What follows belongs to an exercise in optimizing a design on an open flow for small area, a short achievable clock period and few clock cycles; a production flow would make more cautious choices. The RTL was checked by simulation tests, not by an equivalence proof against the original design.

## mac
module mac #(
    parameter int DATA_WIDTH    = 32,
    parameter int ADDR_LINES    = 5
) (
    input  logic                        clk_i,
    input  logic                        rstn_i,
    input  logic [DATA_WIDTH-1:0]       signal_i,
    input  logic                        wr_en_i,
    input  logic                        last_i,
    input  logic [ADDR_LINES-1:0]       terms_i,
    output logic                        full_o,
    output logic                        empty_o,
    output logic                        idle_o,
    output logic [DATA_WIDTH-1:0]       result_o,
    output logic                        done_o
);
    localparam int D  = 8;               
    localparam int SW = 3;               
    logic [1023:0] st;       
    logic [5:0]    count;
    logic          run;      
    logic          zrun;     
    logic [2:0]    g;        
    wire           busy = run | zrun;
    wire           wr   = wr_en_i & ~busy & ~count[5];
    always_ff @(posedge clk_i)
        for (int b = 0; b < 4; b++)
            if ((wr && count[4:3] == 2'(b)) || (run && (g == 3'(b) || (pr != 3'd0 && nl[4:3] == 2'(b))))) begin
                st[b*256 +: 224]     <= st[b*256+32 +: 224];
                st[b*256+224 +: 32]  <= run ? st[b*256 +: 32] : signal_i;
            end
    assign idle_o  = ~wr_en_i;
    logic [4:0]    nl;       
    wire  [4:0]    tq = terms_i;
    logic [SW-1:0] s;        
    logic [4:0]    it;       
    logic [SW-1:0] s0;       
    logic [SW-1:0] pr;       
    wire           lastg = (g == {1'b0, nl[4:3]});
    wire  [31:0]   a0r;      
    first_rom u_first (.k(terms_i), .q(a0r));
    wire           fin_done;   
    wire           start = ~busy & last_i;
    wire  [4:0]    ncount = count[4:0] + {4'd0, wr} - 5'd1;
    always_ff @(posedge clk_i or negedge rstn_i) begin
        if (!rstn_i) begin
            count   <= 6'd0;
            full_o  <= 1'b0;
            empty_o <= 1'b1;
            run     <= 1'b0;
            zrun    <= 1'b0;
        end else begin
            if (wr) begin
                count   <= count + 6'd1;
                full_o  <= (count == 6'd31);
                empty_o <= 1'b0;
            end
            if (start) begin
                run  <= (terms_i != 5'd0);
                zrun <= (terms_i == 5'd0);
            end else if (fin_done) begin
                run     <= 1'b0;
  ...
==> flow/config.mk <==
export PLATFORM = sky130hd
export DESIGN_NAME = mac
export DESIGN_NICKNAME = mac
export VERILOG_FILES = /design/flow/design.v
export SDC_FILE = /design/flow/constraint.sdc
export NUM_CORES = 4
export LEC_CHECK = 0
export CAP_MARGIN = 20
export CORE_MARGIN = 2
export CORE_UTILIZATION = 65
export CTS_CLUSTER_DIAMETER = 100
export CTS_CLUSTER_SIZE = 24
export SETUP_SLACK_MARGIN = 3.2
export SLEW_MARGIN = 20
==> flow/constraint.sdc <==
create_clock -name core_clock -period 6.0 [get_ports {clk_i}]
set_input_delay 1.2000 -clock core_clock [delete_from_list [all_inputs] [get_ports {clk_i}]]
set_output_delay 1.2000 -clock core_clock [all_outputs]
set_load 0.01 [all_outputs]
run.sh (not shown) runs the stock make flow with config.mk's settings and CLKGATE_MAP_FILE= SYNTH_SCRIPT=/design/flow/synth_recipe.tcl, a recipe that flattens the netlist after the stock synthesis.
The baseline went through all stages and came out clean.
Testbench counts at the start, summed over its fixed seeds: cycles 14,498.
Next try:
ABC_AREA = 1   (was default)
SETUP_SLACK_MARGIN = 3.1   (was 3.2)
The changed run ran to the end with no violations.
Setup slack got worse by 0.16 ns.
Routed wire length is about the same.
Core utilization went down by 0.34 points.
Hold slack got worse by 0.015 ns.
Via count went up slightly.
Critical path depth went up by 11.
Maximum frequency went down by a few percent.
Flip-flop and latch count is unchanged.
Final area went down by a few percent.
Synthesized area went down by a few percent.
Next try:
ABC_AREA = default   (was 1)
SETUP_SLACK_MARGIN = 3.0   (was 3.1)
Global-route usage goes down by 0.85 points.
Count of clock-buffer cells in the layout stays the same.
Hold slack gains 0.022 ns.
Maximum frequency stays flat.
Die area rose by 3.0%.
Register-to-register slack gains 0.099 ns.
Wire length drops by 1.1%.
Final cell count fell by 3.1%.
Area after synthesis climbs by 3.0%.
Next try:
CTS_CLUSTER_DIAMETER = 80   (was 100)
SETUP_SLACK_MARGIN = 3.2   (was 3.0)
After rerunning: The new run finished with timing, DRC and antenna clean; worst setup slack is better by 0.17 ns; final area is higher by 0.97%; hold slack is better by 0.0093 ns; sequential share of layout area is lower by 0.44 points; die area stays the same.

[port drivers added, routing unchanged]
Ports are ideal in the flow. The routed layouts listed here were re-timed in OpenROAD.
Step 1 assumes that a clkbuf_16 drives the clock port and a buf_2 every other input.
Step 2 also shifts input and output timing later by t, the mid clock arrival at the registers, as if the neighbouring blocks saw the same clock.
a / b / c = ideal / step 1 / step 2; a / b = the first two.
run | shift t [ns] | setup slack, ns | clock arrival spread, ns
the first run | 0.778 | 3.147 / 3.147 / 2.486 | 0.053 / 0.052
the second run | 0.785 | 2.991 / 2.991 / 2.529 | 0.068 / 0.068
the third run | 0.774 | 2.995 / 2.949 / 2.174 | 0.043 / 0.043
the fourth run | 0.801 | 3.169 / 3.169 / 2.418 | 0.042 / 0.042
After both steps every run listed still meets setup and hold. For the third run, which loses most, drivers alone change the setup slack by -0.046 ns; drivers and shift together by -0.821 ns.
